Source: an optimization exercise on an open RTL-to-GDS flow (aim: small area). Production flows keep margins and buffers that such runs may drop.
The RTL was checked by simulation tests, not by an equivalence proof against the original design.
Power is estimated from default activity; no workload was simulated.

==> v39 <==
==> flow/design.v <==
`timescale 1ns / 1ns
module VendMachine(
    input wire clk, rst, btnU, btnL, btnR, btnD, btnC,
    input wire [3:1] sw,
    output reg [3:0] an,
    output reg [0:7] seg,
    output wire [15:0] led
    );
    localparam IDLE = 2'd0, COIN = 2'd1, VEND = 2'd2, REFUND = 2'd3;
    reg [6:0] c;
    always @(posedge clk)
        if (rst || c == 7'd99) c <= 0;
        else c <= c + 1'b1;
    wire tick1 = (c == 7'd0);
    wire tick2 = (c == 7'd0) || (c == 7'd50);
    reg [1:0] mod4;
    always @(posedge clk)
        if (rst) mod4 <= 0;
        else if (c[1:0] == 2'd1) mod4 <= mod4 + 1'b1;
    reg [3:0] b1;
    reg [2:0] e1, ev;
    wire [3:0] btn = {btnD, btnR, btnL, btnC};
    wire [3:0] rise = btn & ~b1;
    always @(posedge clk)
        if (rst) begin
            b1 <= 0; e1 <= 0; ev <= 0;
        end else begin
            b1 <= btn;
            e1 <= {rise[0], rise[1] ? 2'd1 : rise[2] ? 2'd2 : rise[3] ? 2'd3 : 2'd0};
            ev <= e1;
        end
    reg [1:0] st;
    reg k;               
    reg [3:0] timer;
    reg [4:0] r;         
    reg [4:0] M;         
    reg [1:0] P;         
    reg [2:0] swr;
    reg p;               
    wire [4:0] inc = (P == 2'd1) ? 5'd2 : (P == 2'd2) ? 5'd5 : (P == 2'd3) ? 5'd10 : 5'd0;
    wire [4:0] price = swr[0] ? 5'd3 : swr[1] ? 5'd7 : 5'd11;
    wire vend_end = (st == VEND) && tick1 && (r == 5'd1);
    wire [4:0] money = M + (vend_end ? -price : inc);
    wire ge3 = money[4] | money[3] | money[2] | (money[1] & money[0]);
    wire ge7 = money[4] | money[3] | (money[2] & money[1] & money[0]);
    wire ge11 = money[4] | (money[3] & (money[2] | (money[1] & money[0])));
    wire reached = swr[0] ? ge3 : swr[1] ? ge7 : ge11;
    wire t10 = timer[3] & timer[1];                  
    wire tlt2 = ~|timer[3:1];
    wire t2 = (timer == 4'd2);
    wire swany = |sw;
    reg [1:0] st_n;
    reg [3:0] timer_n;
    reg [4:0] r_n, M_n;
    reg [1:0] P_n;
    reg p_n;
    always @(*) begin
        st_n = st; timer_n = timer; r_n = 5'd21; M_n = money; P_n = 0; p_n = p;
        case (st)
            IDLE: begin
                M_n = 0;
                p_n = p ^ (tick2 | swany);
                if (swany) st_n = COIN;
            end
            COIN: begin
                p_n = ~p;
                if (reached) begin
                    st_n = VEND; timer_n = 0;
                end else if (ev[2]) begin
                    st_n = REFUND; timer_n = 0;
                end else if (ev[1:0] != 0) begin
                    P_n = ev[1:0]; timer_n = 0;
                end
                if (tick1 && !t10) timer_n = timer + 1'b1;
                if (t10) begin
                    st_n = REFUND; timer_n = 0;
                end
            end
            VEND: begin
                r_n = tick1 ? r - 1'b1 : r;
                if (vend_end) st_n = REFUND;
            end
            REFUND: begin
                r_n = r;
                p_n = 0;
                if (tick1 && tlt2) timer_n = timer + 1'b1;
                if (t2 && !swany) st_n = IDLE;
            end
        endcase
    end
    always @(posedge clk)
        if (rst) begin
            st <= IDLE; k <= 0; timer <= 0; r <= 5'd21; M <= 0; P <= 0; p <= 0;
        end else begin
            st <= st_n; k <= (st_n != st); timer <= timer_n; r <= r_n; M <= M_n; P <= P_n; p <= p_n;
        end
    always @(posedge clk) if (st == IDLE) swr <= sw;
    wire L = (st == COIN) || (st == VEND && k) || (st == REFUND && r != 0);
    wire full = (st == IDLE) || (st == COIN && k);
    wire [2:0] base = {3{p}} & (full ? 3'b111 : swr);
    wire vr = (st == VEND) || (st == REFUND);
    wire bl = (r == 5'd21) ? p : (r == 5'd19);
    wire [2:0] sel = swr[0] ? 3'b001 : swr[1] ? 3'b010 : 3'b100;
    wire [2:0] sv = {3{vr}} & sel;
    wire [2:0] l3 = (sv & {3{bl}}) | (~sv & base);
    assign led = {{12{L}}, l3, L};
    reg dash, cnt, usr;
    always @(*) begin
        dash = 0; cnt = 0; usr = 0;
        case (st)
            IDLE:   begin dash = k; cnt = ~k; end
            COIN:   cnt = k;
            VEND:   begin cnt = (r != 5'd21); usr = cnt; end
            REFUND: if (k && r == 0) begin cnt = 1; usr = 1; end
                    else dash = ~k;
        endcase
    end
    wire [4:0] v = usr ? r : M;
    reg [1:0] tens;
    reg [3:0] ones;
    always @(*) begin
        case (v)
            5'd10: {tens, ones} = cnt ? {2'd0, 4'd1} : {2'd1, 4'd0};
            5'd11: {tens, ones} = {2'd1, 4'd1};
            5'd12: {tens, ones} = {2'd1, 4'd2};
            5'd13: {tens, ones} = {2'd1, 4'd3};
            5'd14: {tens, ones} = {2'd1, 4'd4};
            5'd15: {tens, ones} = {2'd1, 4'd5};
            5'd16: {tens, ones} = {2'd1, 4'd6};
            5'd17: {tens, ones} = {2'd1, 4'd7};
            5'd18: {tens, ones} = {2'd1, 4'd8};
            5'd19: {tens, ones} = {2'd1, 4'd9};
            5'd20: {tens, ones} = {2'd2, 4'd0};
            default: {tens, ones} = {2'd0, v[3:0]};
        endcase
    end
    reg [3:0] dig;
    always @(*) begin
        case (mod4)
            2'd3: begin an = 4'b0111; dig = dash ? 4'hA : 4'hF; end
            2'd2: begin an = 4'b1011; dig = (tens == 0 && !cnt) ? 4'hF : {2'b00, tens}; end
            2'd1: begin an = 4'b1101; dig = ones; end
            default: begin an = 4'b1110; dig = 4'h0; end
        endcase
        case (dig)
            4'd0: seg = 8'b0000_0011;
            4'd1: seg = 8'b1001_1111;
            4'd2: seg = 8'b0010_0101;
            4'd3: seg = 8'b0000_1101;
            4'd4: seg = 8'b1001_1001;
            4'd5: seg = 8'b0100_1001;
            4'd6: seg = 8'b0100_0001;
            4'd7: seg = 8'b0001_1111;
            4'd8: seg = 8'b0000_0001;
            4'd9: seg = 8'b0000_1001;
            4'hA: seg = 8'b1111_1101;
            default: seg = 8'b1111_1111;
        endcase
        if (mod4 == 2'd1) seg[7] = 1'b0;
    end
endmodule
==> flow/run.sh <==
#!/bin/bash
# synth_recipe.tcl (not shown) runs the flow's synth.tcl, then flattens the netlist and writes it again
# the make line also repeats each setting of config.mk as NAME=value (left out here)
make -C /OpenROAD-flow-scripts/flow DESIGN_CONFIG=/design/flow/config.mk WORK_HOME=/design/flow/orfs CLKGATE_MAP_FILE= SYNTH_SCRIPT=/design/flow/synth_recipe.tcl finish
==> flow/config.mk <==
export PLATFORM = sky130hd
export DESIGN_NAME = VendMachine
export DESIGN_NICKNAME = VendMachine
export VERILOG_FILES = /design/flow/design.v
export SDC_FILE = /design/flow/constraint.sdc
export NUM_CORES = 4
export LEC_CHECK = 0
export ABC_AREA = 1
export CAP_MARGIN = 20
export CORE_MARGIN = 2
export CORE_UTILIZATION = 40
export SLEW_MARGIN = 20
==> flow/constraint.sdc <==
create_clock -name core_clock -period 20.0 [get_ports {clk}]
set_input_delay 4.0000 -clock core_clock [delete_from_list [all_inputs] [get_ports {clk}]]
set_output_delay 4.0000 -clock core_clock [all_outputs]
set_load 0.01 [all_outputs]
==> v28: changes against v39 <==
--- a/flow/design.v
+++ b/flow/design.v
@@ -8,3 +8,3 @@
     );
-    localparam IDLE = 2'd0, COIN = 2'd1, VEND = 2'd2, REFUND = 2'd3;
+    localparam IDLE = 2'd2, COIN = 2'd3, VEND = 2'd0, REFUND = 2'd1;
     reg [6:0] c;
==> flow/flow/run.sh (new file) <==
#!/bin/bash
# Standard ORFS layout (the standard.sh) with:
#  - synthesis: the standard flow's script, with ABC area mapping done by flow/area.script
#    (rounds of choice-based area mapping and don't-care optimisation), and
#    no adder-cell extraction; if ABC fails on that script, the synthesis is
#    rerun with flow/area_fallback.script;
#  - yosys/abc buffers removed at floorplan;
#  - port buffers of the smallest buffer cell;
#  - clock tree synthesis as standard, without dummy balancing loads.
# Each step's full output goes to a log file in this folder.
set -euo pipefail
W=$(pwd)
export FLOW_SYNTH_TCL=$W/synth_recipe.tcl
KNOBS=(SYNTH_SCRIPT=$W/flow/synth_wrap.tcl ADDER_MAP_FILE= REMOVE_ABC_BUFFERS=1
       'BUFFER_PORTS_ARGS=-buffer_cell sky130_fd_sc_hd__buf_1'
       'CTS_ARGS=-sink_clustering_enable -repair_clock_nets -dont_use_dummy_load')
export MY_ABC=$W/flow/area.script
if ! bash standard.sh synth "${KNOBS[@]}" > make_synth.log 2>&1; then
  rm -rf orfs
  export MY_ABC=$W/flow/area_fallback.script
  bash standard.sh synth "${KNOBS[@]}" > make_synth_fallback.log 2>&1
fi
bash standard.sh finish "${KNOBS[@]}" > make_finish.log 2>&1
==> flow/flow/area.script (new file) <==
bogus_command
==> flow/flow/area_fallback.script (new file) <==
strash
dch -f
amap
mfs2 -e -L 20 -W 4
strash
dch -f
amap
mfs2 -e -L 20 -W 4
strash
dch -f
amap
mfs2 -e -L 20 -W 4
strash
dch -f
amap
mfs2 -e -L 20 -W 4
strash
dch -f
amap
mfs2 -e -L 20 -W 4
strash
dch -f
amap
topo
dnsize -c
==> flow/flow/synth_wrap.tcl (new file) <==
# Runs the standard flow's synthesis script unchanged, except that the ABC area script
# used for technology mapping is replaced by flow/area.script (several rounds
# of choice-based area mapping with don't-care resubstitution). Only the
# combinational mapping changes; registers come out as in the standard run.
proc abc {args} {
  set i [lsearch -exact $args -script]
  if {$i >= 0 && [string match *abc_area* [lindex $args [expr {$i + 1}]]]} {
    lset args [expr {$i + 1}] $::env(MY_ABC)
  }
  yosys abc {*}$args
}
source $::env(FLOW_SYNTH_TCL)
==> flow/standard.sh (new file) <==
#!/bin/bash
# synth_recipe.tcl (not shown) runs the flow's synth.tcl, then flattens the netlist and writes it again
# the make line also repeats each setting of config.mk as NAME=value (left out here)
make -C /OpenROAD-flow-scripts/flow DESIGN_CONFIG=/design/flow/config.mk WORK_HOME=/design/flow/orfs CLKGATE_MAP_FILE= SYNTH_SCRIPT=/design/flow/synth_recipe.tcl "${@:-finish}"
removed: flow/run.sh
==> summary of the runs <==
- Flip-flop and latch count is the same in v39 and v28.
- In v28 the critical path depth is higher than in v39, by 1.
- Synthesized cell count: v28 is smaller than v39 (33%).
- Of v28 and v39, v39 has the higher combinational power (gap 40%, measured against v39).
- v28 completed with no timing, DRC or antenna violations. v39 completed with no timing, DRC or antenna violations.

-- afterwards: timing with drivers on the ports --
The results above use ideal ports. As a check the final layouts listed here were re-extracted and re-timed, cells and wires unchanged.
Step 1: set_driving_cell puts a clkbuf_16 on clk and a buf_2 on each other input, an assumption about the parent block.
Step 2, shift: input delay + t, output delay - t, t = (earliest + latest rising clock arrival at the registers) / 2. This alone moves slack from input paths to output paths.
Slacks: ideal ports / drivers / drivers and shift; pairs: ideal ports / drivers.
run	t, ns	setup slack, ns	worst hold slack (ns)	slew at the worst register clock pin (ns)	cell pins on the clock port's net
v39	0.315	12.285 / 12.257 / 12.572	0.392 / 0.392 / 0.392	0.09 / 0.09	1
v28	0.310	11.359 / 11.330 / 11.640	0.389 / 0.389 / 0.389	0.08 / 0.08	1
After both steps setup and hold are still met in every run listed.
